This is an optimization exercise on Yosys and OpenROAD, whose aim is small area, a short achievable clock period and few clock cycles, not a production implementation.
Function was checked by simulation only, so behaviour that the tests miss may differ from the original.

## flow/design.v (module list and top-level ports; edited modules follow where they fit)
// module fir_single_chan: 1591 lines
module fir_single_chan (
  input clk,
  input rst,
  output logic [15:0] data_addr_rd_o,
  output logic [15:0] data_addr_wr_o,
  input  logic [15:0] data_din_i,
  output logic [15:0] data_dout_o,
  output logic        data_we_o,
  output logic        done_intr
);
  // ...
==> flow/flow/run.sh <==
#!/bin/bash
# Own layout flow: the standard ORFS flow (standard.sh, standard synthesis), with the
# ports buffered by plain buffers instead of the delay cells buffer_ports picks by default,
# and sizing not held to the cells' footprints. Each tool's output goes to a log here.
set -uo pipefail
bash standard.sh \
  'BUFFER_PORTS_ARGS=-buffer_cell sky130_fd_sc_hd__buf_2' \
  MATCH_CELL_FOOTPRINT=0 \
  finish > flow_make.log 2>&1
status=$?
cp -r orfs/logs flow_logs 2>/dev/null || true
exit $status
==> flow/standard.sh <==
#!/bin/bash
# synth_recipe.tcl (not shown) runs the flow's synth.tcl, then flattens the netlist and writes it again
# the make line also repeats each setting of config.mk as NAME=value (left out here)
make -C /OpenROAD-flow-scripts/flow DESIGN_CONFIG=/design/flow/config.mk WORK_HOME=/design/flow/orfs CLKGATE_MAP_FILE= SYNTH_SCRIPT=/design/flow/synth_recipe.tcl "${@:-finish}"
==> flow/config.mk <==
export PLATFORM = sky130hd
export DESIGN_NAME = fir_single_chan
export DESIGN_NICKNAME = fir_single_chan
export VERILOG_FILES = /design/flow/design.v
export SDC_FILE = /design/flow/constraint.sdc
export NUM_CORES = 4
export LEC_CHECK = 0
export CAP_MARGIN = 20
export CORE_MARGIN = 2
export CORE_UTILIZATION = 40
export CTS_BUF_LIST = sky130_fd_sc_hd__clkbuf_8
export CTS_CLUSTER_DIAMETER = 80
export CTS_CLUSTER_SIZE = 16
export PLACE_DENSITY = 0.7
export SETUP_SLACK_MARGIN = 3.2
export SLEW_MARGIN = 20
==> flow/constraint.sdc <==
create_clock -name core_clock -period 5.5 [get_ports {clk}]
set_input_delay 1.1000 -clock core_clock [delete_from_list [all_inputs] [get_ports {clk}]]
set_output_delay 1.1000 -clock core_clock [all_outputs]
set_load 0.01 [all_outputs]
==> impl_metrics.toml, run 1 <==
[sta]
fin_crit_ns = 2.38
rsz0062_at_grt = "yes"
worst_pin_slew_ns = 0.549
slew_headroom_pct = 63.1

[synthesis]
synth_edf_count = 0
synth-compound-area-share_pct = 8.33
synth_top_area_cell = "dfxtp_1"
syn_area_sq_mm = 0.0128
synthMuxAreaShare_pct = 0
synth_ff_type = "dfxtp_1"

[global_routing]
antenna_found_initial = 0
met1_usage_pct = 17.2

[die]
die-height_um = 183
row_count = 65
die-width_um = 183
initial_core_util_pct = 40.6

[setup_path]
crit_fanout = 2
startpoint_type = "flip-flop"
endpoint = "pb[10]"
crit_arrival_ns = 2.82
cp_common_cell = "buf_6"
path_cells = "ha_4, fa_2, a21oi_4, o21ai_2, a21oi_2, o211ai_1, a31oi_1, buf_4, buf_6, buf_6, buf_6, buf_6, xnor2_2"

[clock_tree]
cts_hold_buf = 0
post_cts_resized = 43

[outcome]
status = "complete, no violations"

[finish]
inv_count = 162
layout_common_cells = "dfxtp_1 (287), inv_1 (161), fa_1 (100), ha_1 (81), buf_2 (67)"
num-multi-input-gates = 624
seq_cells = 315

[detailed_routing]
wl_met3_um = 896
ant_nets = 0

[job]
drv_cap = 0
Testbench counts, summed over its fixed seeds: cycles 262,196.
==> inputs of run 2 (changes only) <==
--- a/flow/config.mk
+++ b/flow/config.mk
@@ -12,5 +12,5 @@
 export CTS_CLUSTER_DIAMETER = 80
 export CTS_CLUSTER_SIZE = 16
-export PLACE_DENSITY = 0.7
+export PLACE_DENSITY = 0.6
 export SETUP_SLACK_MARGIN = 3.2
 export SLEW_MARGIN = 20
==> run 2 against run 1 <==
- still clean
- die area unchanged
- critical path depth fell by 12
- via count down 3.9%
- worst setup slack better by 0.17 ns
- non-clock buffer count decreased by 15
- sequential share of layout area increased by 0.54 points
- largest cell class unchanged
==> impl_metrics.toml, run 2 <==
[finish]
area_growth_pct = 11.9
layout_common_cells = "dfxtp_1 (292), inv_1 (160), fa_1 (100), ha_1 (83), buf_2 (67)"
reg.largest.list = "v x95, ra x24, rb x23"
top_register = "v"
largest_reg_flops = 95
drive_gt1_share_pct = 15.1
final_common_cell = "dfxtp_1"
stdcell_count = 1611
finish.utilization_pct = 45.5
final_nets = 1420
n_antenna_cell = 0

[job]
drv_cap = 0

[synthesis]
ys_seq_elements = 315
yosys_warnings = 2
syn_area_sq_mm = 0.0128
synth_nets = 1318
synth_ff_type = "dfxtp_1"
synth_top_area_share_pct = 49.2
ys_seq_area_share_pct = 49.2
synth_common_cells = "dfxtp_1 (315), inv_1 (162), fa_1 (103), ha_1 (91), a21oi_1 (61)"
synthArstFlopShare_pct = 0
synth_cells = 1106
yosys.cell_types.count = 47
synth.most_common_cell = "dfxtp_1"
synth_edf_count = 0
synth_top_area_cell = "dfxtp_1"
synth_area_leaders = "dfxtp_1 (49%), fa_1 (16%), ha_1 (8.9%)"
avgSynthCellArea_sq_um = 11.6

[die]
io-pin-count = 68
dieArea_sq_mm = 0.0335
die-width_um = 183
die-height_um = 183
row_count = 65
initial_core_util_pct = 40.6
core_sq_mm = 0.0316

[sta]
worst_pin_slew_ns = 0.563
fin_skew_ns = 0.0407
hold_viol = 0
setup_viol = 0
fin_crit_ns = 2.22
period_share_pct = 40.3
fin_tns_setup_ns = 0
slew_viol_final = 0
max_freq_mhz = 451
slew_headroom_pct = 62.2
rsz0062_at_grt = "yes"

[setup_path]
r2r_slack_ns = 3.29
worst-endpoint-required_ns = 4.40
critPathBufInv = 1
cp_top_family = "flip-flops"
crit_fanout = 6
critPathLaunch = "data_addr_wr_o[10]"
rr_startpoint = "v[3][8]"
critical_path.endpoint_type = "output port"
timing_worst_setup_path_type = "flip-flop to output port"
path_cells = "buf_2"
critPathSlowestCell = "dfxtp_1"
critical-path-max-stage-delay_ns = 0.41
startpoint_type = "flip-flop"
crit_arrival_ns = 1.12

[clock_tree]
ctsRootBufferMaster = "clkbuf_8"
worst_skew_pair.late_latency_ns = 0.57
cts_tree = "done"
htreeDepth = 1
path_clk_slew_ns = 0.10
clkSinkCount = 315
cts_hold_buf = 0
cts_made_buffers = 23
clk_path_buf_depth = 3

[detailed_routing]
dr.pass1.iters = 4
drc = 0
routed_wl_mm = 20.0
drtIter0Drc = 264
dr_total_vias = 7275
wl_per_cell_um = 12.4
ant_nets = 0
avgViaCountPerCell = 4.52

[min_path]
hold_path.class = "flip-flop to flip-flop"
min_from = "v[2][7]"

[global_routing]
grt_pass1_wl_mm = 34.2
antenna_found_initial = 0
grt_pass1_vias = 7399
grt_usage_pct = 12.3
overflow = 0
grt_max_degree = 35

[outcome]
status = "complete, no violations"

[place]
place_hpwl_mm = 15.2
port_buffers = 67
globalplace.congestion = 0.824
dpl.cell_count = 1570
run 2: changes by cell type in the layout (fill, tap and decap cells not counted), sizes merged:
cell,delta
clkinv,+1
bufinv,-1
buf,-15
inv,-1
clkbuf,+1
run 2: area by class of cell:
class / count / area [sq um]
tap: 402 / 503
clock inverter: 2 / 12.5
clock buffer: 24 / 330
multi-input combinational: 624 / 6100
sequential: 315 / 6340
inverter: 162 / 608
timing repair buffer: 82 / 448
fill: 2990 / 17200
run 2: final timing paths:
check / to / cells after the start
worst max-delay path: data_addr_wr_o[10] / 1
worst min-delay path: v[3][7] / 0
worst max register to register: pb[17] / 9
worst min register to register: v[3][7] / 0
run 2: cells by family (layout without fill, tap and decap cells):
family / after synthesis / in the layout / synth area share (%)
adder cells (fa/ha/maj): 194 / 194 / 25.0
AO/OA/AOI/OAI: 171 / 171 / 8.33
XOR/XNOR: 89 / 89 / 6.08
AND/OR/NAND/NOR: 170 / 170 / 6.48
buffers and inverters: 167 / 270 / 4.95
flip-flops: 315 / 315 / 49.2
run 2: metal layers:
| metal | vias up | global-route usage, % | wire length, um |
|---|---|---|---|
| li1 | 3754 | - | - |
| met1 | 3369 | 17.9 | 10200 |
| met2 | 121 | 19.1 | 8460 |
| met3 | 31 | 2.12 | 955 |
| met4 | 0 | 3.17 | 403 |
| met5 | - | 0 | 0 |
run 2: stage by stage:
| step | setup slack (ns) | hold WS, ns | cell area, sq um |
|---|---|---|---|
| 3_3_place_gp | 2.95 | 0.310 | 13600 |
| 5_1_grt | 3.14 | 0.328 | 14300 |
| 2_1_floorplan | 3.21 | 0.310 | 12800 |
| 6_report | 3.28 | 0.302 | 14300 |
| 3_5_place_dp | 2.90 | 0.312 | 13600 |
| 4_1_cts | 3.18 | 0.307 | 14100 |
run 2: repair_timing:
| action | in CTS | in global routing |
|---|---|---|
| gates resized for setup | 31 | 44 |
| setup buffers | 6 | 9 |
| endpoints found under the setup margin | 18 | 28 |
| pin swaps | 15 | 29 |
==> inputs of run 3 (changes only) <==
--- a/flow/config.mk
+++ b/flow/config.mk
@@ -13,4 +13,4 @@
 export CTS_CLUSTER_SIZE = 16
 export PLACE_DENSITY = 0.6
-export SETUP_SLACK_MARGIN = 3.2
+export SETUP_SLACK_MARGIN = 3.25
 export SLEW_MARGIN = 20
==> run 3 against run 2 <==
- still clean
- worst setup slack worse by 0.090 ns
- critical path depth up 9
- sequential share of layout area is 0.29 points lower
- highest routed layer unchanged
==> impl_metrics.toml, run 3 <==
[finish]
reg.largest.list = "v x95, ra x24, rb x23"
area_growth_pct = 13.1
top_register = "v"
final_common_cell = "dfxtp_1"
final.fill_count = 2984
drive_gt1_share_pct = 17.9
largest_reg_flops = 95
n_antenna_cell = 0
final_nets = 1428
layout_common_cells = "dfxtp_1 (274), inv_1 (160), fa_1 (100), ha_1 (82), buf_2 (67)"

[sta]
setup_viol = 0
finalWorstSetupSlack_ns = 3.19
rsz0062_at_grt = "yes"
fin_tns_setup_ns = 0
fin_crit_ns = 2.31
worst_pin_slew_ns = 0.560
max_freq_mhz = 434
hold_viol = 0
period_share_pct = 41.9
slew_viol_final = 0
fin_skew_ns = 0.0153
slew_headroom_pct = 62.7

[detailed_routing]
dr_total_vias = 7366
drc = 0
drtIter0Drc = 310
routed_wl_mm = 20.3
avgViaCountPerCell = 4.55
dr.pass1.iters = 4
wl_per_cell_um = 12.5
ant_nets = 0

[synthesis]
synth_top_area_share_pct = 49.2
synth_cells = 1106
synth_top_area_cell = "dfxtp_1"
synth.most_common_cell = "dfxtp_1"
yosys.cell_types.count = 47
yosys_warnings = 2
synth_ff_type = "dfxtp_1"
ys_seq_elements = 315
syn_area_sq_mm = 0.0128
synth_edf_count = 0
synth_nets = 1318
avgSynthCellArea_sq_um = 11.6
synthArstFlopShare_pct = 0
synth_area_leaders = "dfxtp_1 (49%), fa_1 (16%), ha_1 (8.9%)"
ys_seq_area_share_pct = 49.2
synth_common_cells = "dfxtp_1 (315), inv_1 (162), fa_1 (103), ha_1 (91), a21oi_1 (61)"

[global_routing]
grt_pass1_wl_mm = 34.7
grt_usage_pct = 12.5
overflow = 0
grt_max_degree = 35
antenna_found_initial = 0
grt_pass1_vias = 7445

[setup_path]
worst-endpoint-required_ns = 5.94
path_cells = "ha_4, fa_2, a21oi_4, o21ai_2, a21oi_2, o211ai_1, a31oi_2, o21ai_2, a311oi_2, xnor2_1"
timing_worst_setup_path_type = "flip-flop to flip-flop"
critPathSlowestCell = "fa_2"
startpoint_type = "flip-flop"
cp_common_cell = "o21ai_2"
crit_fanout = 3
critical_path.endpoint_type = "flip-flop"
critical-path-max-stage-delay_ns = 0.36
cp_top_family = "compound AO/OA/AOI/OAI gates"
critPathBufInv = 0
crit_arrival_ns = 2.75

[clock_tree]
cts_tree = "done"
clkSinkCount = 315
ctsRootBufferMaster = "clkbuf_8"
path_clk_slew_ns = 0.10
cts_made_buffers = 23
htreeDepth = 1
clk_path_buf_depth = 3
worst_skew_pair.late_latency_ns = 0.55

[die]
io-pin-count = 68
dieArea_sq_mm = 0.0335
die-height_um = 183
core_sq_mm = 0.0316
row_count = 65
initial_core_util_pct = 40.6
die-width_um = 183

[place]
place_hpwl_mm = 15.2
port_buffers = 67
place_ws_ns = 2.91
globalplace.congestion = 0.791

[job]
drv_cap = 0

[outcome]
status = "complete, no violations"

[min_path]
hold_path.class = "flip-flop to flip-flop"
[run 3: changes by cell type in the layout (fill, tap and decap cells not counted), sizes merged]
cell | previous run | this run
buf | 82 | 90
clkinv | 1 | 0
clkinvlp | 1 | 2
clkbuf | 24 | 23
[run 3: path summary, 6_finish.rpt]
check	startpoint	to	slack, ns	cells after the start
setup / recovery	v[3][0]	pb[18]	3.19	10
hold / removal	v[2][4]	v[3][4]	0.32	0
setup reg to reg	v[3][0]	pb[18]	3.19	10
hold reg to reg	v[2][4]	v[3][4]	0.32	0
[run 3: layer usage]
metal / up-vias / routed length [um] / share of wire [%] / global-route usage (%)
li1: 3778 / - / - / -
met1: 3441 / 10300 / 51 / 17.9
met2: 117 / 8770 / 43 / 19.9
met3: 30 / 766 / 3.8 / 2.07
met4: 0 / 415 / 2.0 / 3.07
met5: - / 0 / 0 / 0
[run 3: layout make-up]
type / count / area (sq um) / area share [%]
flip-flops and latches: 315 / 6370 / 43.9
multi-input cells: 624 / 6180 / 42.6
inverters: 162 / 608 / 4.19
repair buffers: 90 / 508 / 3.50
well taps: 402 / 503 / 3.47
clock buffers: 23 / 317 / 2.18
clock inverters: 2 / 15.0 / 0.104
[run 3: what timing repair did]
action / 4_1_cts / 5_1_grt
endpoints found under the setup margin: 36 / 35
gates resized for setup: 64 / 50
buffers inserted: 12 / 11
hold buffers: 0 / 0
pin swaps: 26 / 35
[run 3: metrics by stage]
| step | instances | hold WS [ns] | instance area [sq um] | utilization [%] |
|---|---|---|---|---|
| after CTS | 1607 | 0.316 | 14200 | 45.1 |
| after detailed placement | 1570 | 0.312 | 13600 | 43.2 |
| final | 1618 | 0.316 | 14500 | 45.9 |
| after global placement | 1570 | 0.310 | 13600 | 43.2 |
| after floorplan | 1106 | 0.310 | 12800 | - |
| after global routing | 1618 | 0.321 | 14500 | 45.9 |
[run 3: cells by family (layout without fill, tap and decap cells)]
logic type	after synthesis	count (layout)	share of synthesized area (%)
flip-flops	315	315	49.2
adder cells (fa/ha/maj)	194	194	25.0
AO/OA/AOI/OAI	171	171	8.33
AND/OR/NAND/NOR	170	170	6.48
buffers and inverters	167	277	4.95
XOR/XNOR	89	89	6.08
==> inputs of run 4 (changes only) <==
--- a/flow/config.mk
+++ b/flow/config.mk
@@ -6,5 +6,5 @@
 export NUM_CORES = 4
 export LEC_CHECK = 0
-export CAP_MARGIN = 20
+export CAP_MARGIN = 10
 export CORE_MARGIN = 2
 export CORE_UTILIZATION = 40
@@ -13,4 +13,4 @@
 export CTS_CLUSTER_SIZE = 16
 export PLACE_DENSITY = 0.6
-export SETUP_SLACK_MARGIN = 3.25
-export SLEW_MARGIN = 20
+export SETUP_SLACK_MARGIN = 3.2
+export SLEW_MARGIN = 10
==> run 4 against run 3 <==
- still clean
- final cell count fell by 0.43%
- final area fell by 1.1%
- first-iteration DRC count fell by 15%
- routed wire length fell by 1.5%
- sequential cell count did not move
- clock skew rose by 0.025 ns
- via count fell by 1.2%
- worst setup slack improved by 0.090 ns
- maximum frequency rose by 4.1%
- synthesized cell count did not move
- largest cell class unchanged
- highest routed layer unchanged
==> impl_metrics.toml, run 4 <==
[outcome]
status = "complete, no violations"

[global_routing]
grt_max_degree = 35
grt_usage_pct = 12.3
use_met3_pct = 2.12
antenna_found_initial = 0
overflow = 0
use_met2_pct = 19.1
met1_usage_pct = 17.9
grt_busiest_layer = "met2"
grt_pass1_wl_mm = 34.2
grt_pass1_vias = 7399

[min_path]
whs_endpoint = "v[3][7]"
min_from = "v[2][7]"
hold_path.class = "flip-flop to flip-flop"
min_delay_path_depth = 0

[setup_path]
crit_arrival_ns = 1.12
rr_startpoint = "v[3][8]"
critical_path.endpoint_type = "output port"
r2r_slack_ns = 3.29
critPathSlowestCell = "dfxtp_1"
reg2reg_to = "pb[17]"
reg2regPathDepth = 9
critical-path-max-stage-delay_ns = 0.41
crit_fanout = 6
cp_top_family = "flip-flops"
path_cells = "buf_2"
startpoint_type = "flip-flop"
timing_worst_setup_path_type = "flip-flop to output port"
worst-endpoint-required_ns = 4.40
critPathBufInv = 1

[clock_tree]
path_clk_slew_ns = 0.10
cts_made_buffers = 23
cts_hold_buf = 0
clk_path_buf_depth = 3
ctsRootBufferMaster = "clkbuf_8"
clkSinkCount = 315
htreeDepth = 1
cts_tree = "done"
worst_skew_pair.late_latency_ns = 0.57

[detailed_routing]
drtIter0Drc = 264
avgViaCountPerCell = 4.52
drc = 0
wl_per_cell_um = 12.4
ant_nets = 0
dr.pass1.iters = 4
dr_total_vias = 7275
routed_wl_mm = 20.0

[finish]
area_growth_pct = 11.9
n_antenna_cell = 0
layout_common_cells = "dfxtp_1 (292), inv_1 (160), fa_1 (100), ha_1 (83), buf_2 (67)"
top_register = "v"
final.fill_count = 2990
final_common_cell = "dfxtp_1"
reg.largest.list = "v x95, ra x24, rb x23"
drive_gt1_share_pct = 15.1
fin_area_sq_mm = 0.0143
multi_input_area_sq_mm = 0.00610
stdcell_count = 1611
final_nets = 1420
largest_reg_flops = 95
seq_area_sq_mm = 0.00634

[place]
dpl.cell_count = 1570
dpl-instance-area_sq_mm = 0.0136
globalplace.congestion = 0.824
place_hpwl_mm = 15.2
port_buffers = 67

[sta]
fin_tns_setup_ns = 0
slew_viol_final = 0
max_freq_mhz = 451
hold_viol = 0
fin_skew_ns = 0.0407
rsz0062_at_grt = "yes"
whs_ns = 0.302
slew_headroom_pct = 62.2
period_share_pct = 40.3
setup_viol = 0
fin_crit_ns = 2.22
worst_pin_slew_ns = 0.563

[synthesis]
synth_top_area_cell = "dfxtp_1"
synth_top_family_by_area = "adder cells"
yosys.cell_types.count = 47
synth_ff_type = "dfxtp_1"
synth_cells = 1106
synth.most_common_cell = "dfxtp_1"
yosys.area_share.simple_pct = 6.48
synthMuxAreaShare_pct = 0
synth-compound-area-share_pct = 8.33
yosys_warnings = 2
synth_nets = 1318
synth_edf_count = 0
synthAdderAreaFrac_pct = 25.0
synth_common_cells = "dfxtp_1 (315), inv_1 (162), fa_1 (103), ha_1 (91), a21oi_1 (61)"
synth_top_area_share_pct = 49.2
ys_seq_area_share_pct = 49.2
syn_area_sq_mm = 0.0128
synthArstFlopShare_pct = 0
synth_area_leaders = "dfxtp_1 (49%), fa_1 (16%), ha_1 (8.9%)"
avgSynthCellArea_sq_um = 11.6
ys_seq_elements = 315
synth_xor_area_share_pct = 6.08

[die]
die-height_um = 183
initial_core_util_pct = 40.6
row_count = 65
io-pin-count = 68
die-width_um = 183
core_sq_mm = 0.0316
dieArea_sq_mm = 0.0335

[job]
drv_cap = 0
[run 4: cell counts after synthesis]
No cell type changed its count.
[run 4: area by class of cell]
class / instances / area share, %
inverters: 162 / 4.24
clock inverters: 2 / 0.0872
multi-input cells: 624 / 42.5
well taps: 402 / 3.51
clock buffers: 24 / 2.30
repair buffers: 82 / 3.12
flip-flops and latches: 315 / 44.2
[run 4: cell families (layout without fill, tap and decap cells)]
| logic type | after synthesis | count (layout) |
|---|---|---|
| AOI/OAI and AO/OA | 171 | 171 |
| buffers and inverters | 167 | 270 |
| DFF | 315 | 315 |
| adders and majority gates | 194 | 194 |
| xor gates and xnor gates | 89 | 89 |
| and+or+nand+nor | 170 | 170 |
[run 4: what timing repair did]
| item | in CTS | in global routing |
|---|---|---|
| cloned | 0 | 0 |
| resized for setup | 31 | 44 |
| buffers inserted | 6 | 9 |
| pin swaps | 15 | 29 |
| endpoints found under the setup margin | 18 | 28 |
[run 4: how the worst max path moves through the flow]
| stage | from | endpoint | slack [ns] | depth (start not counted) |
|---|---|---|---|---|
| floorplan | v[3][0] | pb[18] | 3.21 | 10 |
| global placement | v[3][0] | pb[18] | 2.95 | 10 |
| detailed placement | ra[1] | data_dout_o[11] | 2.90 | 9 |
| CTS | v[3][0] | pb[18] | 3.18 | 10 |
| global route | v[1][0] | pb[18] | 3.14 | 10 |
| finish | data_addr_wr_o[10] | data_addr_wr_o[10] | 3.28 | 1 |
[run 4: metal layers]
layer,up-vias,part of all wire (%),routed length [um]
met2,121,42,8460
li1,3754,-,-
met3,31,4.8,955
met1,3369,51,10200
met4,0,2.0,403
met5,-,0,0
[run 4: through the flow]
stage	setup WS, ns	util [%]
after floorplan	3.21	-
after global placement	2.95	43.2
after detailed placement	2.90	43.2
after CTS	3.18	44.7
after global routing	3.14	45.5
final	3.28	45.5
==> inputs of run 5 (changes only) <==
==> flow/config.mk (replaced) <==
export PLATFORM = sky130hd
export DESIGN_NAME = fir_single_chan
export DESIGN_NICKNAME = fir_single_chan
export VERILOG_FILES = /design/flow/design.v
export SDC_FILE = /design/flow/constraint.sdc
export NUM_CORES = 4
export LEC_CHECK = 0
export CAP_MARGIN = 20
export CORE_MARGIN = 2
export CORE_UTILIZATION = 40
export CTS_BUF_LIST = sky130_fd_sc_hd__clkbuf_16
export CTS_CLUSTER_DIAMETER = 100
export CTS_CLUSTER_SIZE = 22
export PLACE_DENSITY = 0.6
export SETUP_SLACK_MARGIN = 3.2
export SLEW_MARGIN = 20
==> run 5 against run 4 <==
- synthesized cell count stayed put
- still clean
- register-to-register slack worse by 0.02 ns
- core utilization is 0.58 points higher
- critical path depth stayed put
- first-iteration DRC count is 9.8% lower
- clock skew is 0.026 ns lower
- maximum frequency is 0.51% lower
- critical endpoint is now data_addr_rd_o[2]
- critical path type unchanged
- via count is 0.25% lower
- largest cell class unchanged
==> impl_metrics.toml, run 5 <==
[setup_path]
critPathBufInv = 1
critical_path.endpoint_type = "output port"
startpoint_type = "flip-flop"
crit_fanout = 6
critPathSlowestCell = "dfxtp_1"
cp_top_family = "flip-flops"
critical-path-max-stage-delay_ns = 0.44
worst-endpoint-required_ns = 4.40
path_cells = "buf_2"
timing_worst_setup_path_type = "flip-flop to output port"
crit_arrival_ns = 1.13

[clock_tree]
clkSinkCount = 315
cts_made_buffers = 18
clk_path_buf_depth = 3
ctsRootBufferMaster = "clkbuf_16"
worst_skew_pair.late_latency_ns = 0.51
cts_tree = "done"
htreeDepth = 1
path_clk_slew_ns = 0.09

[synthesis]
synth.most_common_cell = "dfxtp_1"
synth_top_family_by_area = "adder cells"
syn_area_sq_mm = 0.0128
synth_cells = 1106
synth_top_area_share_pct = 49.2
synthArstFlopShare_pct = 0
synth_nets = 1318
synth_xor_area_share_pct = 6.08
ys_seq_area_share_pct = 49.2
synth_top_area_cell = "dfxtp_1"
synth_common_cells = "dfxtp_1 (315), inv_1 (162), fa_1 (103), ha_1 (91), a21oi_1 (61)"
avgSynthCellArea_sq_um = 11.6
synth_edf_count = 0
synth-compound-area-share_pct = 8.33
synthAdderAreaFrac_pct = 25.0
synth_area_leaders = "dfxtp_1 (49%), fa_1 (16%), ha_1 (8.9%)"
yosys_warnings = 2
ys_seq_elements = 315
yosys.cell_types.count = 47
yosys.area_share.simple_pct = 6.48
synthMuxAreaShare_pct = 0
synth_ff_type = "dfxtp_1"

[finish]
final.fill_count = 2957
largest_reg_flops = 95
finish.utilization_pct = 46.0
final_common_cell = "dfxtp_1"
drive_gt1_share_pct = 14.6
top_register = "v"
reg.largest.list = "v x95, ra x24, rb x23"
n_antenna_cell = 0
area_growth_pct = 13.3
final_nets = 1420
fin_area_sq_mm = 0.0145
layout_common_cells = "dfxtp_1 (303), inv_1 (161), fa_1 (100), ha_1 (81), buf_2 (67)"
stdcell_count = 1611

[die]
dieArea_sq_mm = 0.0335
die-height_um = 183
io-pin-count = 68
core_sq_mm = 0.0316
row_count = 65
die-width_um = 183
initial_core_util_pct = 40.6

[detailed_routing]
dr_total_vias = 7257
wl_per_cell_um = 12.4
drc = 0
dr.pass1.iters = 4
ant_nets = 0
routed_wl_mm = 20.0
drtIter0Drc = 238
avgViaCountPerCell = 4.50

[place]
dpl.cell_count = 1570
place_ws_ns = 2.90
port_buffers = 67
place_hpwl_mm = 15.2
dpl-instance-area_sq_mm = 0.0136
globalplace.congestion = 0.824

[global_routing]
overflow = 0
antenna_found_initial = 0
grt_pass1_vias = 7429
grt_max_degree = 35
grt_pass1_wl_mm = 34.5
grt_usage_pct = 12.4

[sta]
whs_ns = 0.324
setup_viol = 0
max_freq_mhz = 449
fin_crit_ns = 2.23
worst_pin_slew_ns = 0.562
fin_tns_setup_ns = 0
period_share_pct = 40.5
slew_viol_final = 0
finalWorstSetupSlack_ns = 3.27
slew_headroom_pct = 62.2
hold_viol = 0
fin_skew_ns = 0.0148
rsz0062_at_grt = "yes"

[outcome]
status = "complete, no violations"

[job]
drv_cap = 0

[min_path]
hold_path.class = "flip-flop to flip-flop"
[run 5: layout make-up]
class                   count  area [sq um]  share of cell area [%]
flip-flops and latches    315          6330                    43.6
multi-input cells         624          6120                    42.1
inverters                 162           608                    4.19
well taps                 402           503                    3.46
repair buffers             87           485                    3.34
clock buffers              18           450                    3.10
clock inverters             3          35.0                   0.241
[run 5: cells by family after synthesis]
family / after synthesis
compound gates: 171
fa+ha+maj: 194
xor+xnor: 89
simple gates: 170
buf+inv: 167
flops: 315
[run 5: final timing paths]
path,start,to,slack [ns],cells past startpoint
hold / removal,v[2][3],v[3][3],0.32,0
setup reg to reg,v[3][7],pb[19],3.27,8
hold reg to reg,v[2][3],v[3][3],0.32,0
setup / recovery,data_addr_rd_o[2],data_addr_rd_o[2],3.27,1
[run 5: repair_timing]
item                                    4_1_cts  5_1_grt
hold buffers                                  0        0
setup buffers                                10       10
gates resized for setup                      32       38
pin swaps                                    17       33
endpoints found under the setup margin       23       19
[run 5: per-layer routing]
metal / track usage, % / part of all wire (%) / routed length [um]
met1: 17.7 / 51 / 10200
met2: 19.8 / 43 / 8640
met3: 1.89 / 3.8 / 761
met4: 3.10 / 2.2 / 445
met5: 0 / 0 / 0
==> inputs of run 6 (changes only) <==
==> flow/flow/run.sh (replaced) <==
#!/bin/bash
# Own layout flow: the standard ORFS flow (standard.sh), with
#  - the ports buffered by plain buf_2 buffers instead of the delay cells buffer_ports picks,
#  - sizing not held to the cells' footprints,
#  - the slow four- and five-input AND-OR/OR-AND and wide gates added to the platform's
#    don't-use list (flow/dont_use_slow.txt), so synthesis and repair build the adders from
#    simpler, faster gates. The platform's own list is repeated from flow/dont_use_platform.txt
#    because a command-line setting replaces it.
# Registers are untouched: the synthesis is ORFS's, through the standard flow's synth_recipe.tcl.
# Each tool's output goes to a log here.
set -uo pipefail
here=$(pwd)
dont_use="$(cat "$here/flow/dont_use_platform.txt") $(cat "$here/flow/dont_use_slow.txt")"
bash standard.sh \
  'BUFFER_PORTS_ARGS=-buffer_cell sky130_fd_sc_hd__buf_2' \
  MATCH_CELL_FOOTPRINT=0 \
  "DONT_USE_CELLS=$dont_use" \
  finish > flow_make.log 2>&1
status=$?
cp -r orfs/logs flow_logs 2>/dev/null || true
exit $status
==> flow/flow/dont_use_platform.txt (new file) <==
sky130_fd_sc_hd__probe_p_8 sky130_fd_sc_hd__probec_p_8 sky130_fd_sc_hd__lpflow_bleeder_1 sky130_fd_sc_hd__lpflow_clkbufkapwr_1 sky130_fd_sc_hd__lpflow_clkbufkapwr_16 sky130_fd_sc_hd__lpflow_clkbufkapwr_2 sky130_fd_sc_hd__lpflow_clkbufkapwr_4 sky130_fd_sc_hd__lpflow_clkbufkapwr_8 sky130_fd_sc_hd__lpflow_clkinvkapwr_1 sky130_fd_sc_hd__lpflow_clkinvkapwr_16 sky130_fd_sc_hd__lpflow_clkinvkapwr_2 sky130_fd_sc_hd__lpflow_clkinvkapwr_4 sky130_fd_sc_hd__lpflow_clkinvkapwr_8 sky130_fd_sc_hd__lpflow_decapkapwr_12 sky130_fd_sc_hd__lpflow_decapkapwr_3 sky130_fd_sc_hd__lpflow_decapkapwr_4 sky130_fd_sc_hd__lpflow_decapkapwr_6 sky130_fd_sc_hd__lpflow_decapkapwr_8 sky130_fd_sc_hd__lpflow_inputiso0n_1 sky130_fd_sc_hd__lpflow_inputiso0p_1 sky130_fd_sc_hd__lpflow_inputiso1n_1 sky130_fd_sc_hd__lpflow_inputiso1p_1 sky130_fd_sc_hd__lpflow_inputisolatch_1 sky130_fd_sc_hd__lpflow_isobufsrc_1 sky130_fd_sc_hd__lpflow_isobufsrc_16 sky130_fd_sc_hd__lpflow_isobufsrc_2 sky130_fd_sc_hd__lpflow_isobufsrc_4 sky130_fd_sc_hd__lpflow_isobufsrc_8 sky130_fd_sc_hd__lpflow_isobufsrckapwr_16 sky130_fd_sc_hd__lpflow_lsbuf_lh_hl_isowell_tap_1 sky130_fd_sc_hd__lpflow_lsbuf_lh_hl_isowell_tap_2 sky130_fd_sc_hd__lpflow_lsbuf_lh_hl_isowell_tap_4 sky130_fd_sc_hd__lpflow_lsbuf_lh_isowell_4 sky130_fd_sc_hd__lpflow_lsbuf_lh_isowell_tap_1 sky130_fd_sc_hd__lpflow_lsbuf_lh_isowell_tap_2 sky130_fd_sc_hd__lpflow_lsbuf_lh_isowell_tap_4 sky130_fd_sc_hd__fill_1 sky130_fd_sc_hd__fill_2 sky130_fd_sc_hd__fill_4 sky130_fd_sc_hd__fill_8
==> flow/flow/dont_use_slow.txt (new file) <==
sky130_fd_sc_hd__a2111o_* sky130_fd_sc_hd__a2111oi_* sky130_fd_sc_hd__o2111a_* sky130_fd_sc_hd__o2111ai_* sky130_fd_sc_hd__a311o_* sky130_fd_sc_hd__a311oi_* sky130_fd_sc_hd__o311a_* sky130_fd_sc_hd__o311ai_* sky130_fd_sc_hd__a41o_* sky130_fd_sc_hd__a41oi_* sky130_fd_sc_hd__o41a_* sky130_fd_sc_hd__o41ai_* sky130_fd_sc_hd__a221o_* sky130_fd_sc_hd__a221oi_* sky130_fd_sc_hd__o221a_* sky130_fd_sc_hd__o221ai_* sky130_fd_sc_hd__a222oi_* sky130_fd_sc_hd__a32o_* sky130_fd_sc_hd__a32oi_* sky130_fd_sc_hd__o32a_* sky130_fd_sc_hd__o32ai_* sky130_fd_sc_hd__or4_* sky130_fd_sc_hd__and4_* sky130_fd_sc_hd__nor4_* sky130_fd_sc_hd__nand4_* sky130_fd_sc_hd__or4b_* sky130_fd_sc_hd__and4b_* sky130_fd_sc_hd__or4bb_* sky130_fd_sc_hd__and4bb_* sky130_fd_sc_hd__nor4b_* sky130_fd_sc_hd__nand4b_* sky130_fd_sc_hd__nand4bb_* sky130_fd_sc_hd__nor4bb_*
--- a/flow/config.mk
+++ b/flow/config.mk
@@ -9,7 +9,7 @@
 export CORE_MARGIN = 2
 export CORE_UTILIZATION = 40
-export CTS_BUF_LIST = sky130_fd_sc_hd__clkbuf_16
-export CTS_CLUSTER_DIAMETER = 100
-export CTS_CLUSTER_SIZE = 22
+export CTS_BUF_LIST = sky130_fd_sc_hd__clkbuf_8
+export CTS_CLUSTER_DIAMETER = 80
+export CTS_CLUSTER_SIZE = 16
 export PLACE_DENSITY = 0.6
 export SETUP_SLACK_MARGIN = 3.2
==> run 6 against run 5 <==
- area after synthesis increased by 2.1%
- maximum frequency increased by 0.16%
- synthesized cell count up 4.9%
- still clean on timing, DRC and antenna
- first-iteration DRC count is 15% higher
- via count up 4.0%
- worst hold slack worse by 0.0014 ns
- critical endpoint is now pa[18]
- clock-buffer cell count increased by 6
- register-to-register slack hardly changed
- final cell count is 5.0% higher
- worst setup slack better by 0.0035 ns
==> impl_metrics.toml, run 6 <==
[sta]
setup_viol = 0
rsz0062_at_grt = "yes"
slew_headroom_pct = 57.7
fin_tns_setup_ns = 0
whs_ns = 0.322
slew_viol_final = 0
period_share_pct = 40.4
max_freq_mhz = 450
worst_pin_slew_ns = 0.630
fin_skew_ns = 0.0208
hold_viol = 0
fin_crit_ns = 2.22

[finish]
largest_reg_flops = 95
final_nets = 1461
drive_gt1_share_pct = 11.3
top_register = "v"
area_growth_pct = 10.1
multi_input_area_sq_mm = 0.00621
seq_area_sq_mm = 0.00633
final_common_cell = "dfxtp_1"
fin_area_sq_mm = 0.0144
final.fill_count = 3119
reg.largest.list = "v x95, ra x24, rb x23"
layout_common_cells = "dfxtp_1 (299), inv_1 (163), fa_1 (100), ha_1 (89), buf_2 (67)"
n_antenna_cell = 0

[global_routing]
grt_pass1_wl_mm = 35.0
antenna_found_initial = 0
overflow = 0
grt_max_degree = 35
grt_pass1_vias = 7520
grt_usage_pct = 12.4

[die]
core_sq_mm = 0.0324
io-pin-count = 68
dieArea_sq_mm = 0.0342
initial_core_util_pct = 40.4
row_count = 66
die-width_um = 185
die-height_um = 185

[min_path]
hold_path.class = "flip-flop to flip-flop"
min_from = "v[2][12]"
min_delay_path_depth = 0
whs_endpoint = "v[3][12]"

[synthesis]
avgSynthCellArea_sq_um = 11.3
synth_common_cells = "dfxtp_1 (315), inv_1 (163), fa_1 (103), ha_1 (91), a21oi_1 (70)"
synth_edf_count = 0
synth_nets = 1372
ys_seq_elements = 315
ys_seq_area_share_pct = 48.2
synthArstFlopShare_pct = 0
syn_area_sq_mm = 0.0131
synth_cells = 1160
synth_top_area_cell = "dfxtp_1"
synth_top_area_share_pct = 48.2
yosys.cell_types.count = 41
synth_ff_type = "dfxtp_1"
yosys_warnings = 2
synth_area_leaders = "dfxtp_1 (48%), fa_1 (16%), ha_1 (8.7%)"
synth.most_common_cell = "dfxtp_1"

[setup_path]
crit_fanout = 3
timing_worst_setup_path_type = "flip-flop to flip-flop"
reg2reg_to = "pa[18]"
startpoint_type = "flip-flop"
rr_startpoint = "v[0][0]"
critical_path.endpoint_type = "flip-flop"
crit_arrival_ns = 2.69
reg2regPathDepth = 9
worst-endpoint-required_ns = 5.96
r2r_slack_ns = 3.28

[clock_tree]
ctsRootBufferMaster = "clkbuf_8"
worst_skew_pair.late_latency_ns = 0.56
cts_tree = "done"
clk_path_buf_depth = 3
clkSinkCount = 315
path_clk_slew_ns = 0.10
cts_made_buffers = 23
htreeDepth = 1

[detailed_routing]
wl_per_cell_um = 12.1
routed_wl_mm = 20.4
drc = 0
drtIter0Drc = 273
ant_nets = 0
dr_total_vias = 7549
avgViaCountPerCell = 4.46
dr.pass1.iters = 4

[place]
globalplace.congestion = 0.792
port_buffers = 67
dpl-instance-area_sq_mm = 0.0139
place_hpwl_mm = 15.8

[job]
drv_cap = 0

[outcome]
status = "complete, no violations"
==> run 6: changes by cell type after synthesis, moves of 5 or more <==
| cell | before | now |
|---|---|---|
| nor2_1 | 44 | 61 |
| nand4_1 | 6 | 0 |
| and3_1 | 11 | 16 |
| o21bai_1 | 12 | 18 |
| and2_1 | 2 | 7 |
| nand3_1 | 25 | 31 |
| a21oi_1 | 61 | 70 |
| nand2_1 | 34 | 40 |
| nor2b_1 | 6 | 14 |
==> run 6: worst max-delay path, cell delays in order (launching register included) <==
cell,delay [ns]
dfxtp_1,0.33
ha_2,0.19
fa_2,0.34
a21o_1,0.18
a21oi_2,0.16
o21bai_1,0.10
a21o_1,0.20
a21o_1,0.20
a211o_1,0.28
xor2_1,0.14
==> run 6: worst max path at each step <==
| stage | depth (start not counted) | start | to | slack, ns |
|---|---|---|---|---|
| finish | 9 | v[0][0] | pa[18] | 3.28 |
| global placement | 10 | x1[0] | v[0][18] | 3.04 |
| detailed placement | 10 | x1[0] | v[0][18] | 2.97 |
| CTS | 1 | data_addr_wr_o[9] | data_addr_wr_o[9] | 3.20 |
| floorplan | 5 | data_din_i[15] | va[15] | 3.26 |
| global route | 10 | x1[0] | v[0][18] | 3.13 |
==> run 6: cell type report <==
class                      instances  area share, %
clock buffer                      24           2.29
clock inverter                     2         0.0868
inverter                         163           4.25
multi-input combinational        675           43.1
sequential                       315           43.9
tap                              442           3.84
timing repair buffer              71           2.54
==> run 6: kinds of logic (layout without fill, tap and decap cells) <==
group / count (synthesis) / in the layout / share of synthesized area [%]
xor+xnor: 84 / 84 / 5.62
mux: 1 / 1 / 0.0765
simple gates: 208 / 208 / 7.69
fa+ha+maj: 194 / 194 / 24.5
compound gates: 188 / 188 / 9.08
flops: 315 / 315 / 48.2
buf+inv: 170 / 260 / 4.88
==> run 6: stage by stage <==
| step | std cells | worst slack (ns) | utilization [%] |
|---|---|---|---|
| 3_3_place_gp | 1662 | 3.04 | 43.1 |
| 4_1_cts | 1692 | 3.20 | 44.4 |
| 5_1_grt | 1692 | 3.13 | 44.5 |
| 6_report | 1692 | 3.28 | 44.5 |
| 2_1_floorplan | 1160 | 3.26 | - |
| 3_5_place_dp | 1662 | 2.97 | 43.1 |
==> run 6: timing repair <==
action | in CTS | in global routing
cloned | 0 | 0
pin swaps | 7 | 5
hold buffers | 0 | 0
setup endpoints to repair | 15 | 24
gates resized for setup | 17 | 21
buffers inserted | 4 | 0
==> run 6: routing by layer <==
metal	part of all wire (%)	track usage [%]
met4	2.2	3.21
met2	43	20.0
met1	51	17.3
met3	4.2	2.30
met5	0	0
==> inputs of run 7 (changes only) <==
--- a/flow/config.mk
+++ b/flow/config.mk
@@ -13,4 +13,4 @@
 export CTS_CLUSTER_SIZE = 16
 export PLACE_DENSITY = 0.6
-export SETUP_SLACK_MARGIN = 3.2
+export SETUP_SLACK_MARGIN = 3.3
 export SLEW_MARGIN = 20
==> run 7 against run 6 <==
- clock-buffer cell count unchanged
- sequential share of layout area down 1.4 points
- first-iteration DRC count up 5.1%
==> impl_metrics.toml, run 7 <==
[global_routing]
antenna_found_initial = 0
overflow = 0
grt_max_degree = 35
grt_pass1_vias = 7800
grt_usage_pct = 12.8
grt_pass1_wl_mm = 36.0

[setup_path]
path_depth = 9
crit_arrival_ns = 2.67
critical_path.endpoint_type = "flip-flop"
rr_startpoint = "v[0][0]"
startpoint_type = "flip-flop"
endpoint = "pa[18]"
timing_worst_setup_path_type = "flip-flop to flip-flop"
critPathLaunch = "v[0][0]"
critical-path-max-stage-delay_ns = 0.35
reg2reg_to = "pa[18]"
cp_common_cell = "a21o_1"
crit_fanout = 3
cp_top_family = "compound AO/OA/AOI/OAI gates"
path_cells = "ha_4, fa_2, a21o_1, a21oi_2, o21bai_1, a21o_1, a21o_1, a211o_1, xor2_1"
critPathSlowestCell = "dfxtp_2"
critPathBufInv = 0
r2r_slack_ns = 3.28
worst-endpoint-required_ns = 5.95
reg2regPathDepth = 9

[synthesis]
synth_cells = 1160
synth_top_area_cell = "dfxtp_1"
ys_seq_area_share_pct = 48.2
synth.most_common_cell = "dfxtp_1"
synth_nets = 1372
synth_edf_count = 0
yosys.cell_types.count = 41
synth_ff_type = "dfxtp_1"
synth_area_leaders = "dfxtp_1 (48%), fa_1 (16%), ha_1 (8.7%)"
yosys_warnings = 2
ys_seq_elements = 315
synthArstFlopShare_pct = 0
syn_area_sq_mm = 0.0131
synth_common_cells = "dfxtp_1 (315), inv_1 (163), fa_1 (103), ha_1 (91), a21oi_1 (70)"
synth_top_area_share_pct = 48.2
avgSynthCellArea_sq_um = 11.3

[die]
die-width_um = 185
core_sq_mm = 0.0324
io-pin-count = 68
dieArea_sq_mm = 0.0342
row_count = 66
die-height_um = 185
initial_core_util_pct = 40.4

[finish]
final_nets = 1499
final_common_cell = "dfxtp_1"
area_growth_pct = 14.8
final.fill_count = 3055
reg.largest.list = "v x95, ra x24, rb x23"
top_register = "v"
fin_area_sq_mm = 0.0150
drive_gt1_share_pct = 17.6
largest_reg_flops = 95
n_antenna_cell = 0
layout_common_cells = "dfxtp_1 (269), inv_1 (162), fa_1 (100), ha_1 (84), nor2_1 (61)"

[detailed_routing]
wl_per_cell_um = 12.3
avgViaCountPerCell = 4.47
met2_length_mm = 9.50
highest_layer = "met4"
met1_length_mm = 10.4
drtIter0Drc = 287
ant_nets = 0
dr.pass1.iters = 4
wl_met3_um = 862
drc = 0
dr_total_vias = 7727
routed_wl_mm = 21.2

[sta]
setup_viol = 0
rsz0062_at_grt = "yes"
slew_viol_final = 0
slew_headroom_pct = 53.9
worst_pin_slew_ns = 0.686
hold_viol = 0
period_share_pct = 40.4
fin_tns_setup_ns = 0
fin_skew_ns = 0.0254
fin_crit_ns = 2.22
max_freq_mhz = 450

[clock_tree]
path_clk_slew_ns = 0.10
cts_tree = "done"
clkSinkCount = 315
ctsRootBufferMaster = "clkbuf_8"
cts_made_buffers = 23
htreeDepth = 1
clk_path_buf_depth = 3
worst_skew_pair.late_latency_ns = 0.57

[outcome]
status = "complete, no violations"

[place]
port_buffers = 67
globalplace.congestion = 0.797
dpl-instance-area_sq_mm = 0.0140
place_hpwl_mm = 15.9

[min_path]
hold_path.class = "flip-flop to flip-flop"

[job]
drv_cap = 0
-- run 7: worst register-to-register path: cells and delay by family, from the launching register on --
family                   cells  cell delay [ns]
flip-flops                   1             0.35
XOR/XNOR                     1             0.14
adder cells (fa/ha/maj)      2             0.50
AO/OA/AOI/OAI                6             1.13
-- run 7: layout make-up --
class | count | area [sq um] | share of cell area (%)
Clock inverter | 2 | 16.3 | 0.108
Timing Repair Buffer | 109 | 751 | 5.00
Clock buffer | 24 | 330 | 2.20
Sequential cell | 315 | 6390 | 42.5
Multi-Input combinational cell | 675 | 6380 | 42.4
Inverter | 163 | 612 | 4.07
Tap cell | 442 | 553 | 3.68
-- run 7: kinds of logic (layout without fill, tap and decap cells) --
| group | after synthesis | count (layout) | share of synthesized area, % |
|---|---|---|---|
| muxes | 1 | 1 | 0.0765 |
| buffers and inverters | 170 | 298 | 4.88 |
| and+or+nand+nor | 208 | 208 | 7.69 |
| DFF | 315 | 315 | 48.2 |
| adders and majority gates | 194 | 194 | 24.5 |
| xor gates and xnor gates | 84 | 84 | 5.62 |
| AOI/OAI and AO/OA | 188 | 188 | 9.08 |
-- run 7: what timing repair did --
item                       in CTS  in global routing
hold buffers                    0                  0
buffers inserted               27                 15
setup endpoints to repair      49                 42
pin swaps                      14                 28
resized for setup              70                 52
-- run 7: routing by layer --
metal	up-vias	global-route usage [%]
met5	-	0
met4	0	2.92
met3	29	2.10
met2	114	21.7
met1	3598	17.2
li1	3986	-
-- run 7: worst min-delay path by stage --
stage / start / end / slack (ns) / depth (start not counted)
global route: v[2][8] / v[3][8] / 0.32 / 0
floorplan: v[2][0] / v[3][0] / 0.31 / 0
global placement: v[2][11] / v[3][11] / 0.31 / 0
CTS: v[2][8] / v[3][8] / 0.32 / 0
detailed placement: v[2][15] / v[3][15] / 0.31 / 0
finish: v[2][8] / v[3][8] / 0.33 / 0
-- run 7: through the flow --
step | util (%) | instances | hold WS (ns) | worst slack, ns
2_1_floorplan | - | 1160 | 0.310 | 3.26
3_3_place_gp | 43.1 | 1662 | 0.310 | 3.03
3_5_place_dp | 43.1 | 1662 | 0.312 | 2.98
4_1_cts | 45.3 | 1715 | 0.323 | 3.23
5_1_grt | 46.4 | 1730 | 0.317 | 3.16
6_report | 46.4 | 1730 | 0.325 | 3.28
==> inputs of run 8 (changes only) <==
--- a/flow/config.mk
+++ b/flow/config.mk
@@ -13,4 +13,4 @@
 export CTS_CLUSTER_SIZE = 16
 export PLACE_DENSITY = 0.6
-export SETUP_SLACK_MARGIN = 3.3
+export SETUP_SLACK_MARGIN = 3.5
 export SLEW_MARGIN = 20
==> run 8 against run 7 <==
- synthesized cell count unchanged
- final cell count increased by 1.7%
- critical endpoint is now v[0][14]
- highest routed layer unchanged
- sequential cell count unchanged
==> impl_metrics.toml, run 8 <==
[outcome]
status = "complete, no violations"

[clock_tree]
cts_tree = "done"
clkSinkCount = 315
htreeDepth = 1
path_clk_slew_ns = 0.11
ctsRootBufferMaster = "clkbuf_8"
cts_made_buffers = 23
cts_hold_buf = 0
clk_path_buf_depth = 3
worst_skew_pair.late_latency_ns = 0.57

[sta]
period_share_pct = 40.4
fin_tns_setup_ns = 0
max_freq_mhz = 450
fin_crit_ns = 2.22
worst_pin_slew_ns = 0.564
slew_headroom_pct = 62.4
slew_viol_final = 0
setup_viol = 0
fin_skew_ns = 0.0243
hold_viol = 0
rsz0062_at_grt = "yes"
whs_ns = 0.308

[synthesis]
yosys.area_share.simple_pct = 7.69
synth_edf_count = 0
synth_cells = 1160
synth_nets = 1372
yosys.cell_types.count = 41
ys_seq_area_share_pct = 48.2
synth_xor_area_share_pct = 5.62
synth_top_area_cell = "dfxtp_1"
synth_area_leaders = "dfxtp_1 (48%), fa_1 (16%), ha_1 (8.7%)"
synth-compound-area-share_pct = 9.08
synth_common_cells = "dfxtp_1 (315), inv_1 (163), fa_1 (103), ha_1 (91), a21oi_1 (70)"
synth_ff_type = "dfxtp_1"
synthAdderAreaFrac_pct = 24.5
ys_seq_elements = 315
synth_top_area_share_pct = 48.2
avgSynthCellArea_sq_um = 11.3
synthArstFlopShare_pct = 0
yosys_warnings = 2
synth_top_family_by_area = "adder cells"
synth.most_common_cell = "dfxtp_1"
synthMuxAreaShare_pct = 0.0765
syn_area_sq_mm = 0.0131

[detailed_routing]
dr_total_vias = 7932
drc = 0
wl_per_cell_um = 12.7
dr.pass1.iters = 4
ant_nets = 0
avgViaCountPerCell = 4.51
drtIter0Drc = 355
routed_wl_mm = 22.4

[finish]
layout_common_cells = "dfxtp_1 (220), inv_1 (144), fa_1 (80), dfxtp_2 (75)"
final_nets = 1528
area_growth_pct = 21.2
reg.largest.list = "v x95, ra x24, rb x23"
stdcell_count = 1759
drive_gt1_share_pct = 29.5
largest_reg_flops = 95
final.fill_count = 2922
n_antenna_cell = 0
top_register = "v"
final_common_cell = "dfxtp_1"

[global_routing]
grt_pass1_wl_mm = 37.8
antenna_found_initial = 0
overflow = 0
grt_pass1_vias = 8193
grt_usage_pct = 13.5
grt_max_degree = 35

[die]
die-height_um = 185
core_sq_mm = 0.0324
initial_core_util_pct = 40.4
die-width_um = 185
dieArea_sq_mm = 0.0342
row_count = 66
io-pin-count = 68

[setup_path]
crit_arrival_ns = 2.71
critPathBufInv = 2
reg2reg_to = "v[0][14]"
crit_fanout = 2
reg2regPathDepth = 11
worst-endpoint-required_ns = 5.98
critPathSlowestCell = "dfxtp_2"
path_depth = 11
timing_worst_setup_path_type = "flip-flop to flip-flop"
cp_top_family = "compound AO/OA/AOI/OAI gates"
path_cells = "ha_4, inv_2, fa_2, nor2b_1, o21a_1, o21ai_2, a211oi_2, buf_4, or3_1, a31oi_1, xnor2_1"
r2r_slack_ns = 3.28
critical-path-max-stage-delay_ns = 0.35
critical_path.endpoint_type = "flip-flop"
rr_startpoint = "vb[0]"
startpoint_type = "flip-flop"
critPathLaunch = "vb[0]"
endpoint = "v[0][14]"

[place]
dpl.cell_count = 1662
port_buffers = 67
globalplace.congestion = 0.820
place_hpwl_mm = 15.9

[job]
drv_cap = 0

[min_path]
hold_path.class = "flip-flop to flip-flop"
run 8: cell counts after synthesis:
No cell type changed its count.
run 8: worst min path at each step:
stage / startpoint / end / slack, ns / depth (start not counted)
6_report: v[2][12] / v[3][12] / 0.31 / 0
5_1_grt: v[2][12] / v[3][12] / 0.31 / 0
4_1_cts: v[2][12] / v[3][12] / 0.32 / 0
3_5_place_dp: v[2][4] / v[3][4] / 0.31 / 0
3_3_place_gp: v[2][0] / v[3][0] / 0.31 / 0
2_1_floorplan: v[2][16] / v[3][16] / 0.31 / 0
run 8: worst register-to-register path: stages, from the launching register on:
cell	delay, ns
dfxtp_2	0.35
ha_4	0.16
inv_2	0.05
fa_2	0.21
nor2b_1	0.05
o21a_1	0.18
o21ai_2	0.19
a211oi_2	0.13
buf_4	0.16
or3_1	0.35
a31oi_1	0.20
xnor2_1	0.14
run 8: stage by stage:
step / util [%] / setup WS [ns] / cell area [sq um]
after detailed placement: 43.3 / 3.14 / 14000
after CTS: 47.6 / 3.24 / 15400
after floorplan: - / 3.26 / 13200
after global placement: 43.3 / 3.13 / 14000
final: 49.0 / 3.28 / 15900
after global routing: 49.0 / 3.19 / 15900
run 8: cell families after synthesis:
kind of cell | after synthesis
XOR/XNOR | 84
multiplexers | 1
flip-flops | 315
AO/OA/AOI/OAI | 188
AND/OR/NAND/NOR | 208
adder cells (fa/ha/maj) | 194
buffers and inverters | 170
run 8: what timing repair did:
action | 4_1_cts | 5_1_grt
gates resized for setup | 199 | 74
buffers inserted | 52 | 19
endpoints found under the setup margin | 111 | 112
pin swaps | 73 | 48
run 8: layout make-up:
type,count,area [sq um],share of cell area (%)
Tap cell,442,553,3.49
Clock buffer,23,317,2.00
Timing Repair Buffer,138,1100,6.96
Clock inverter,3,41.3,0.260
Inverter,163,612,3.86
Multi-Input combinational cell,675,6750,42.6
Sequential cell,315,6470,40.8
run 8: per-layer routing:
| layer | global-route usage, % | up-vias | part of all wire [%] |
|---|---|---|---|
| li1 | - | 4049 | - |
| met1 | 17.9 | 3724 | 48 |
| met2 | 22.5 | 116 | 45 |
| met3 | 2.30 | 43 | 4.1 |
| met4 | 4.16 | 0 | 2.7 |
| met5 | 0 | - | 0 |

==> port drivers added, routing unchanged <==
In the flow no input, the clock included, has a driving cell. The finished layouts below were timed again as built, in two steps. Step 1: set_driving_cell puts a clkbuf_16 on clk and a buf_2 on each other input, an assumption about the parent block. Step 2 times the ports against the registers' clock, not the clock port: input delays grow and output delays shrink by t, the midpoint of the rising clock arrivals with the driver on. Three values: ideal, step 1, step 2; two values: the first two.
run	shift t [ns]	setup slack, ns	worst slew at a driven data input, ns
run 1	0.588	3.115 / 3.115 / 3.115	0.05
run 2	0.597	3.283 / 3.238 / 3.144	0.05
run 3	0.585	3.194 / 3.194 / 3.125	0.04
run 4	0.597	3.283 / 3.238 / 3.144	0.05
run 5	0.558	3.272 / 3.220 / 3.137	0.04
run 6	0.597	3.275 / 3.236 / 3.125	0.04
run 7	0.600	3.278 / 3.278 / 3.115	0.04
run 8	0.598	3.276 / 3.276 / 3.136	0.04
After both steps every run listed still meets setup and hold. For run 7, which loses most, drivers alone change the setup slack by 0.000 ns; drivers and shift together by -0.163 ns.
